What follows belongs to an exercise in optimizing a design on an open flow for small area; a production flow would make more cautious choices.
At most, simulation tests tie the RTL to the original design; equivalence was not proved.
No activity file was given, so power comes from the tool's default toggle rates.

run a:
==> flow/design.v <==
module elevator_controller_top(
    input wire clk,
    input wire rst,
    input wire call_up_0,
    input wire call_up_1,
    input wire call_down_1,
    input wire call_down_2,
    input wire select_floor_0,
    input wire select_floor_1,
    input wire select_floor_2,
    output reg [1:0] current_floor,
    output reg door_open,
    output reg moving_up,
    output reg moving_down
);
    reg floor_reached;
    reg [15:0] mc;              
    reg [2:0] req;
    reg passenger_inside;
    reg return_to_zero;
    reg [1:0] dest;             
    reg [1:0] target;           
    reg blinking;
    reg [8:0] bc;               
    reg [12:0] dt;              
    wire idle = !floor_reached && !moving_up && !moving_down;
    wire moving = moving_up || moving_down;
    localparam [8:0] BC_M500 = 9'h1ff, BC_T500 = 9'h43;
    localparam [12:0] DT_M5000 = 13'h1e9f, DT_T5000 = 13'hc10;
    localparam [15:0] MC_M30000 = 16'hdfe5, MC_T30000 = 16'hdee5;
    localparam [15:0] MC_M50000 = 16'hfdff, MC_T50000 = 16'ha06d;
    wire move_done = (mc & MC_M30000) == MC_T30000;
    wire stop_done = (mc & MC_M50000) == MC_T50000;
    wire blink_wrap = (bc & BC_M500) == BC_T500;
    wire window_end = (dt & DT_M5000) == DT_T5000;
    wire [15:0] mc_step = {mc[14:0], ~(mc[15] ^ mc[8])};
    wire [8:0] bc_step = {bc[7:0], ~(bc[8] ^ bc[4])};
    wire [12:0] dt_step = {dt[11:0], ~(dt[12] ^ dt[5])};
    wire req_here = (current_floor == 2'd0) ? req[0] :
                    (current_floor == 2'd1) ? req[1] : req[2];
    wire any_req = |req;
    wire [1:0] next_floor = moving_up ? current_floor + 2'd1 : current_floor - 2'd1;
    wire arrive = (target == next_floor) || (target == current_floor);
    wire end_floor = next_floor != 2'd1;
    always @(posedge clk) begin
        if (idle || (moving && move_done))
            mc <= 16'd0;
        else
            mc <= mc_step;
    end
    always @(posedge clk or posedge rst) begin
        if (rst) begin
            current_floor <= 2'd0;
            floor_reached <= 1'b0;
            moving_up <= 1'b0;
            moving_down <= 1'b0;
        end else if (idle) begin
            if (req_here) begin
                floor_reached <= 1'b1;
            end else if (any_req && target != current_floor) begin
                moving_up <= target > current_floor;
                moving_down <= !(target > current_floor);
            end
        end else if (moving) begin
            if (move_done) begin
                current_floor <= next_floor;
                if (arrive) begin
                    floor_reached <= 1'b1;
                    moving_up <= 1'b0;
                    moving_down <= 1'b0;
                end else if (end_floor) begin
                    moving_up <= 1'b0;
                    moving_down <= 1'b0;
                end
            end
        end else begin
            if (stop_done)
                floor_reached <= 1'b0;
        end
    end
    wire accept = !passenger_inside && !return_to_zero;
    wire drop = floor_reached && passenger_inside && current_floor == dest;
    always @(posedge clk or posedge rst) begin
        if (rst) begin
            req <= 3'b000;
            passenger_inside <= 1'b0;
            return_to_zero <= 1'b0;
        end else begin
            if (floor_reached) begin
                case (current_floor)
                    2'd0: req[0] <= 1'b0;
                    2'd1: req[1] <= 1'b0;
                    2'd2: req[2] <= 1'b0;
                    default: ;
                endcase
                if (drop) begin
                    passenger_inside <= 1'b0;
                    if (current_floor != 2'd0)
                        return_to_zero <= 1'b1;
                end
                if (return_to_zero && current_floor == 2'd0)
                    return_to_zero <= 1'b0;
            end
            if (return_to_zero && !floor_reached)
                req[0] <= 1'b1;
            if (accept) begin
                if (call_up_0 || select_floor_0) req[0] <= 1'b1;
                if (call_up_1 || call_down_1 || select_floor_1) req[1] <= 1'b1;
                if (call_down_2 || select_floor_2) req[2] <= 1'b1;
                if (select_floor_0 || select_floor_1 || select_floor_2)
                    passenger_inside <= 1'b1;
            end
        end
    end
    always @(posedge clk) begin
        if (accept) begin
            if (select_floor_2) dest <= 2'd2;
            else if (select_floor_1) dest <= 2'd1;
            else if (select_floor_0) dest <= 2'd0;
        end
        if (return_to_zero)
            target <= 2'd0;
        else if (passenger_inside)
            target <= dest;
        else if (any_req) begin
            if (req_here)
                target <= current_floor;
            else if (current_floor == 2'd0)
                target <= req[1] ? 2'd1 : 2'd2;
            else if (current_floor == 2'd1)
                target <= req[0] ? 2'd0 : 2'd2;
            else
                target <= req[1] ? 2'd1 : 2'd0;
        end else
            target <= current_floor;
    end
    always @(posedge clk) begin
        if (blinking)
            dt <= dt_step;
        else
            dt <= 13'd0;
    end
    always @(posedge clk or posedge rst) begin
        if (rst) begin
            blinking <= 1'b0;
            door_open <= 1'b0;
            bc <= 9'd0;
        end else if (blinking) begin
            bc <= blink_wrap ? 9'd0 : bc_step;
            if (window_end) begin
                blinking <= 1'b0;
                door_open <= 1'b0;
            end else if (blink_wrap)
                door_open <= !door_open;
        end else if (floor_reached)
            blinking <= 1'b1;
    end
endmodule
clock: 10.0 ns
lec_check: 0
cap_margin: 20
core_margin: 2
core_utilization: 40
slew_margin: 20
run.sh (not shown) runs the stock make flow with config.mk's settings and CLKGATE_MAP_FILE= SYNTH_SCRIPT=/design/flow/synth_recipe.tcl, a recipe that flattens the netlist after the stock synthesis.
Relative to run a, the following input files were edited for run b:
-- flow/design.v --
<<< run a, line 26
    wire idle = !floor_reached && !moving_up && !moving_down;
    wire moving = moving_up || moving_down;
    localparam [8:0] BC_M500 = 9'h1ff, BC_T500 = 9'h43;
    localparam [12:0] DT_M5000 = 13'h1e9f, DT_T5000 = 13'hc10;
    localparam [15:0] MC_M30000 = 16'hdfe5, MC_T30000 = 16'hdee5;
    localparam [15:0] MC_M50000 = 16'hfdff, MC_T50000 = 16'ha06d;
    wire move_done = (mc & MC_M30000) == MC_T30000;
    wire stop_done = (mc & MC_M50000) == MC_T50000;
    wire blink_wrap = (bc & BC_M500) == BC_T500;
    wire window_end = (dt & DT_M5000) == DT_T5000;
    wire [15:0] mc_step = {mc[14:0], ~(mc[15] ^ mc[8])};
    wire [8:0] bc_step = {bc[7:0], ~(bc[8] ^ bc[4])};
    wire [12:0] dt_step = {dt[11:0], ~(dt[12] ^ dt[5])};
    wire req_here = (current_floor == 2'd0) ? req[0] :
                    (current_floor == 2'd1) ? req[1] : req[2];
>>> run b, line 26
    wire idle = !floor_reached && !moving_up && !moving_down;
    wire moving = moving_up || moving_down;
    wire move_done = mc[14] & mc[13] & mc[12] & mc[10] & mc[8] & mc[5] & mc[4];
    wire stop_done = mc[15] & mc[14] & mc[9] & mc[8] & mc[6] & mc[4];
    wire blink_wrap = bc[8] & bc[7] & bc[6] & bc[5] & bc[4] & bc[2];
    wire window_end = dt[12] & dt[9] & dt[8] & dt[7] & dt[3];
    wire req_here = (current_floor == 2'd0) ? req[0] :
                    (current_floor == 2'd1) ? req[1] : req[2];
<<< run a, line 47
            mc <= 16'd0;
        else
            mc <= mc_step;
    end
    always @(posedge clk or posedge rst) begin
>>> run b, line 40
            mc <= 16'd0;
        else
            mc <= mc + 16'd1;
    end
    always @(posedge clk or posedge rst) begin
<<< run a, line 137
    always @(posedge clk) begin
        if (blinking)
            dt <= dt_step;
        else
            dt <= 13'd0;
>>> run b, line 130
    always @(posedge clk) begin
        if (blinking)
            dt <= dt + 13'd1;
        else
            dt <= 13'd0;
<<< run a, line 147
            bc <= 9'd0;
        end else if (blinking) begin
            bc <= blink_wrap ? 9'd0 : bc_step;
            if (window_end) begin
                blinking <= 1'b0;
>>> run b, line 140
            bc <= 9'd0;
        end else if (blinking) begin
            bc <= blink_wrap ? 9'd0 : bc + 9'd1;
            if (window_end) begin
                blinking <= 1'b0;
Findings:
- Looking at launching instance or port of the critical path, the current_floor[0]$_DFFE_PP0P_ result is from run a; the moving_up$_DFFE_PP0P_ one comes from run b.
- Between run b and run a, combinational gate power is lower for run b, run a comes in above that.
- Of the two values seen for dominant kind of cell by area, multi-input gates was produced by run b and sequential cells by run a.
- Compared with run a, run b shows a lower critical path arrival.
- Run b ended up with a lower maximum number of pins on one net before global-route repair than run a did.
- Taking run a as the reference point, the wire length of the first global-routing pass of run b rises by about 33%.
- Taking run a as the reference, in run b final cell count climbed 90; detailed-route vias per instance climbed 2.5%; global-route usage over all layers climbed 1.0 points; end-of-flow core utilization dropped 1.7 points; length of routed wiring on met1 climbed about 20%.
- Compared with run a, run b shows a lower delay of the slowest cell on the worst path.
- moving_up as the endpoint of the most critical setup path was reported by run b, and current_floor[0] by run a.
- Cell area after layout for run b is higher than for run a.
- Run b — die area 0.0012 mm² higher, run a as reference
- The estimated wirelength of the detail-placed design reported for run b is greater than that of run a by 800 µm.
- Looking at share of the synthesized area in compound gates (AO/OA/AOI/OAI) across run b and run a, the one that comes out lower is run a.
The RTL of run b was laid out without a check of its function.

* * *

Another version of the RTL of elevator_controller_top (not shown whole).
Size in the first run: roughly 53 flip-flops.
==> module elevator_controller_top, before the edit <==
module elevator_controller_top(
    input wire clk,
    input wire rst,
    input wire call_up_0,
    input wire call_up_1,
    input wire call_down_1,
    input wire call_down_2,
    input wire select_floor_0,
    input wire select_floor_1,
    input wire select_floor_2,
    output reg [1:0] current_floor,
    output wire door_open,
    output wire moving_up,
    output wire moving_down
);
    reg moving;
    reg sx;
    reg [15:0] mc;              
    reg [2:0] req;
    reg passenger_inside;
    reg [1:0] pd;               
    reg [1:0] target;           
    reg blinking;
    reg door_q;
    reg bc_live;                
    reg [8:0] bc;               
    reg [12:0] dt;              
    assign moving_up = moving & sx;
    assign moving_down = moving & ~sx;
    assign door_open = door_q;
    wire floor_reached = ~moving & sx;
    wire idle = ~moving & ~sx;
    wire return_to_zero = ~passenger_inside & pd[0];
    localparam [8:0] BC_M500 = 9'h1ff, BC_T500 = 9'h43;
    localparam [12:0] DT_M5000 = 13'h1e9f, DT_T5000 = 13'hc10;
    localparam [15:0] MC_M30000 = 16'hdfe5, MC_T30000 = 16'hdee5;
    localparam [15:0] MC_M50000 = 16'hfdff, MC_T50000 = 16'ha06d;
    localparam [15:0] MC_POL = 16'haaaa;
    localparam [12:0] DT_POL = 13'h0aaa;
    wire [15:0] mcs = mc ^ MC_POL;      
    wire [12:0] dts = dt ^ DT_POL;
    wire move_done = (mcs & MC_M30000) == MC_T30000;
    wire stop_done = (mcs & MC_M50000) == MC_T50000;
    wire blink_wrap = (bc & BC_M500) == BC_T500;
    wire window_end = (dts & DT_M5000) == DT_T5000;
    wire [15:0] mc_step = {mcs[14:0], ~(mcs[15] ^ mcs[8])};
    wire [8:0] bc_step = {bc[7:0], ~(bc[8] ^ bc[4])};
    wire [12:0] dt_step = {dts[11:0], ~(dts[12] ^ dts[5])};
    wire [1:0] cf = current_floor;
    wire req_here = (~cf[1] & ~cf[0] & req[0]) | (cf[0] & req[1]) | (cf[1] & req[2]);
    wire any_req = |req;
    wire [1:0] next_floor = {sx & cf[0], sx ? ~cf[0] : cf[1]};
    wire pass_on = (sx & ~cf[0] & ~cf[1] & target[1]) |
                   (~sx & cf[1] & ~target[1] & ~target[0]);
    wire arrive = !((sx & cf[0] & ~target[1] & ~target[0]) |
                    (~sx & cf[0] & target[1])) & !pass_on;
    wire go_up = target[1] ? ~cf[1] : (target[0] & ~cf[1] & ~cf[0]);
    always @(posedge clk) begin
        if (idle || (moving && move_done))
            mc <= MC_POL;
        else
            mc <= mc_step ^ MC_POL;
    end
    always @(posedge clk or posedge rst) begin
        if (rst) begin
            current_floor <= 2'd0;
            moving <= 1'b0;
            sx <= 1'b0;
        end else if (moving) begin
            if (move_done) begin
                current_floor <= next_floor;
                if (arrive) begin
                    moving <= 1'b0;
                    sx <= 1'b1;
                end else if (!pass_on) begin
                    moving <= 1'b0;
                    sx <= 1'b0;
                end
            end
        end else if (sx) begin
            if (stop_done)
                sx <= 1'b0;
        end else begin
            if (req_here) begin
                sx <= 1'b1;
            end else if (any_req && target != cf) begin
                moving <= 1'b1;
                sx <= go_up;
            end
        end
    end
    wire accept = !passenger_inside && !pd[0];
    wire any_sel = select_floor_0 || select_floor_1 || select_floor_2;
    wire drop = floor_reached && passenger_inside && cf == pd;
    always @(posedge clk or posedge rst) begin
        if (rst) begin
            req <= 3'b000;
            passenger_inside <= 1'b0;
            pd[0] <= 1'b0;
        end else begin
            if (floor_reached) begin
                case (cf)
                    2'd0: req[0] <= 1'b0;
                    2'd1: req[1] <= 1'b0;
                    2'd2: req[2] <= 1'b0;
                    default: ;
                endcase
            end
            if (drop) begin
                passenger_inside <= 1'b0;
                pd[0] <= cf != 2'd0;
            end else if (floor_reached && return_to_zero && cf == 2'd0)
                pd[0] <= 1'b0;
            if (return_to_zero && !floor_reached)
                req[0] <= 1'b1;
            if (accept) begin
                if (call_up_0 || select_floor_0) req[0] <= 1'b1;
                if (call_up_1 || call_down_1 || select_floor_1) req[1] <= 1'b1;
                if (call_down_2 || select_floor_2) req[2] <= 1'b1;
                if (any_sel) begin
                    passenger_inside <= 1'b1;
                    pd[0] <= !select_floor_2 && select_floor_1;
                end
            end
        end
    end
    always @(posedge clk) begin
        if (accept && any_sel)
            pd[1] <= select_floor_2;
        if (return_to_zero)
            target <= 2'd0;
        else if (passenger_inside)
            target <= pd;
        else if (any_req) begin
            if (req_here)
                target <= cf;
            else if (cf == 2'd0)
                target <= req[1] ? 2'd1 : 2'd2;
            else if (cf == 2'd1)
                target <= req[0] ? 2'd0 : 2'd2;
            else
                target <= req[1] ? 2'd1 : 2'd0;
        end else
            target <= cf;
    end
    always @(posedge clk) begin
        if (blinking)
            dt <= dt_step ^ DT_POL;
        else
            dt <= DT_POL;
        if (blinking)
            bc <= blink_wrap ? 9'd0 : bc_step;
        else if (!bc_live)
            bc <= 9'd0;
    end
    always @(posedge clk or posedge rst) begin
        if (rst) begin
            blinking <= 1'b0;
            door_q <= 1'b0;
            bc_live <= 1'b0;
        end else begin
            if (blinking)
                bc_live <= 1'b1;
            if (blinking) begin
                if (window_end) begin
                    blinking <= 1'b0;
                    door_q <= 1'b0;
                end else if (blink_wrap)
                    door_q <= !door_q;
            end else if (floor_reached)
                blinking <= 1'b1;
        end
    end
endmodule
clock: 10.0 ns
lec_check: 0
cap_margin: 20
core_margin: 2
core_utilization: 40
slew_margin: 20
standard.sh (not shown) runs the stock make flow with config.mk's settings and CLKGATE_MAP_FILE= SYNTH_SCRIPT=/design/flow/synth_recipe.tcl, a recipe that flattens the netlist after the stock synthesis.
==> flow/flow/run.sh <==
#!/bin/bash
# The standard layout (standard.sh), with three changes that only make it smaller:
# - synthesis maps the logic with an area-oriented ABC script (flow/area.abc);
# - the port buffers are sky130_fd_sc_hd__buf_1;
# - clock tree synthesis uses clkbuf_8 buffers without dummy loads.
set -euo pipefail
W=$(pwd)
export FLOW_ABC_SCRIPT=$W/flow/area.abc
bash standard.sh \
  SYNTH_SCRIPT=$W/flow/synth.tcl \
  BUFFER_PORTS_ARGS="-buffer_cell sky130_fd_sc_hd__buf_1" \
  CTS_ARGS="-sink_clustering_enable -repair_clock_nets -buf_list sky130_fd_sc_hd__clkbuf_8 -root_buf sky130_fd_sc_hd__clkbuf_8 -sink_clustering_size 60 -sink_clustering_max_diameter 300 -dont_use_dummy_load" \
  finish > $W/standard.log 2>&1
==> flow/flow/area.abc <==
&get -n
&st
&syn2
&dch -f
&nf -R 1000
&put
topo
dnsize
==> flow/flow/synth.tcl <==
# The standard synthesis (synth_recipe.tcl), with ABC's technology mapping run from
# this flow's area-oriented script instead of ORFS's speed script. Registers are mapped
# before ABC runs, so they come out the same as in the standard synthesis.
proc synth {args} { yosys synth -nofsm -noshare {*}$args }
proc abc {args} {
  set i [lsearch -exact $args -script]
  if { $i >= 0 } {
    lset args [expr { $i + 1 }] $::env(FLOW_ABC_SCRIPT)
  }
  yosys abc {*}$args
}
source $::env(SCRIPTS_DIR)/synth.tcl
# left out here: clear keep_hierarchy, flatten, clean up, hide names made inside functions, write 1_2_yosys.v
Edit:
--- a/flow/design.v
+++ b/flow/design.v
@@ -22,7 +22,6 @@
     reg [1:0] target;           
     reg blinking;
     reg door_q;
-    reg bc_live;                
     reg [8:0] bc;               
     reg [12:0] dt;              
     assign moving_up = moving & sx;
@@ -31,21 +30,25 @@
     wire floor_reached = ~moving & sx;
     wire idle = ~moving & ~sx;
     wire return_to_zero = ~passenger_inside & pd[0];
-    localparam [8:0] BC_M500 = 9'h1ff, BC_T500 = 9'h43;
-    localparam [12:0] DT_M5000 = 13'h1e9f, DT_T5000 = 13'hc10;
-    localparam [15:0] MC_M30000 = 16'hdfe5, MC_T30000 = 16'hdee5;
-    localparam [15:0] MC_M50000 = 16'hfdff, MC_T50000 = 16'ha06d;
+    localparam [8:0] BC_SEED = 9'h1fd;
+    localparam [8:0] BC_M500 = 9'hef, BC_T500 = 9'hef;   
+    localparam [12:0] DT_SEED = 13'h9b7;
+    localparam [12:0] DT_M5000 = 13'h17ce, DT_T5000 = 13'h34c;   
+    localparam [15:0] MC_SEED = 16'h676b;
+    localparam [15:0] MC_M30000 = 16'h5fef, MC_T30000 = 16'h1de5;   
+    localparam [15:0] MC_M50000 = 16'hf5fa, MC_T50000 = 16'hf5fa;   
     localparam [15:0] MC_POL = 16'haaaa;
     localparam [12:0] DT_POL = 13'h0aaa;
     wire [15:0] mcs = mc ^ MC_POL;      
     wire [12:0] dts = dt ^ DT_POL;
+    wire [8:0] bcs = bc ^ BC_SEED;
     wire move_done = (mcs & MC_M30000) == MC_T30000;
     wire stop_done = (mcs & MC_M50000) == MC_T50000;
-    wire blink_wrap = (bc & BC_M500) == BC_T500;
+    wire blink_wrap = (bcs & BC_M500) == BC_T500;
     wire window_end = (dts & DT_M5000) == DT_T5000;
-    wire [15:0] mc_step = {mcs[14:0], ~(mcs[15] ^ mcs[8])};
-    wire [8:0] bc_step = {bc[7:0], ~(bc[8] ^ bc[4])};
-    wire [12:0] dt_step = {dts[11:0], ~(dts[12] ^ dts[5])};
+    wire [15:0] mc_step = {mcs[14:0], ~(mcs[15] ^ mcs[6])};
+    wire [8:0] bc_step = {bcs[7:0], ~(bcs[8] ^ bcs[3])};
+    wire [12:0] dt_step = {dts[11:0], ~(dts[12] ^ dts[2])};
     wire [1:0] cf = current_floor;
     wire req_here = (~cf[1] & ~cf[0] & req[0]) | (cf[0] & req[1]) | (cf[1] & req[2]);
     wire any_req = |req;
@@ -57,7 +60,7 @@
     wire go_up = target[1] ? ~cf[1] : (target[0] & ~cf[1] & ~cf[0]);
     always @(posedge clk) begin
         if (idle || (moving && move_done))
-            mc <= MC_POL;
+            mc <= MC_SEED ^ MC_POL;
         else
             mc <= mc_step ^ MC_POL;
     end
@@ -147,20 +150,16 @@
         if (blinking)
             dt <= dt_step ^ DT_POL;
         else
-            dt <= DT_POL;
-        if (blinking)
-            bc <= blink_wrap ? 9'd0 : bc_step;
-        else if (!bc_live)
-            bc <= 9'd0;
+            dt <= DT_SEED ^ DT_POL;
     end
     always @(posedge clk or posedge rst) begin
         if (rst) begin
             blinking <= 1'b0;
             door_q <= 1'b0;
-            bc_live <= 1'b0;
+            bc <= 9'd0;
         end else begin
             if (blinking)
-                bc_live <= 1'b1;
+                bc <= blink_wrap ? 9'd0 : bc_step ^ BC_SEED;
             if (blinking) begin
                 if (window_end) begin
                     blinking <= 1'b0;
After rerunning: Worst setup slack gets worse by 0.031 ns. Synthesized area shrinks by 1.7%. Final area shrinks by 2.3%. Register-to-register slack gets better by 0.06 ns. Utilization shrinks by 0.76 points. Synthesized cell count grows by 2.1%. Sequential cell count shrinks by 1. Wire length grows by 0.47%. Total power shrinks by about 2.3%. Worst hold slack stays flat. Sequential power shrinks by about 4%. Clock skew shrinks by 0.0035 ns. First-iteration DRC count shrinks by about 40%.

==> port drivers added, routing unchanged <==
The results above use ideal ports. As a check the final layouts listed here were re-extracted and re-timed, cells and wires unchanged. Step 1 sets driving cells, clkbuf_16 on the clock port and buf_2 on the other inputs (assumed; they add their load-dependent delay and slew). Step 2, shift: input delay + t, output delay - t, t = (earliest + latest rising clock arrival at the registers) / 2. This alone moves slack from input paths to output paths. Three values: ideal ports, drivers, drivers and shift; two values: the first two.
| run | t, ns | setup WS [ns] | hold WS [ns] | worst setup path at the end | pins driven straight from the clock port |
|---|---|---|---|---|---|
| run a | 0.324 | 6.594 / 6.566 / 6.832 | 0.443 / 0.443 / 0.443 | input to register | 1 |
| run b | 0.329 | 6.648 / 6.621 / 6.837 | 0.455 / 0.455 / 0.455 | input to register | 1 |
| the first run of note 2 | 0.316 | 6.827 / 6.801 / 7.117 | 0.376 / 0.376 / 0.376 | register to output | 1 |
| the second run of note 2 | 0.324 | 6.796 / 6.770 / 7.093 | 0.378 / 0.378 / 0.378 | register to output | 1 |
After both steps setup and hold are still met in every run listed.
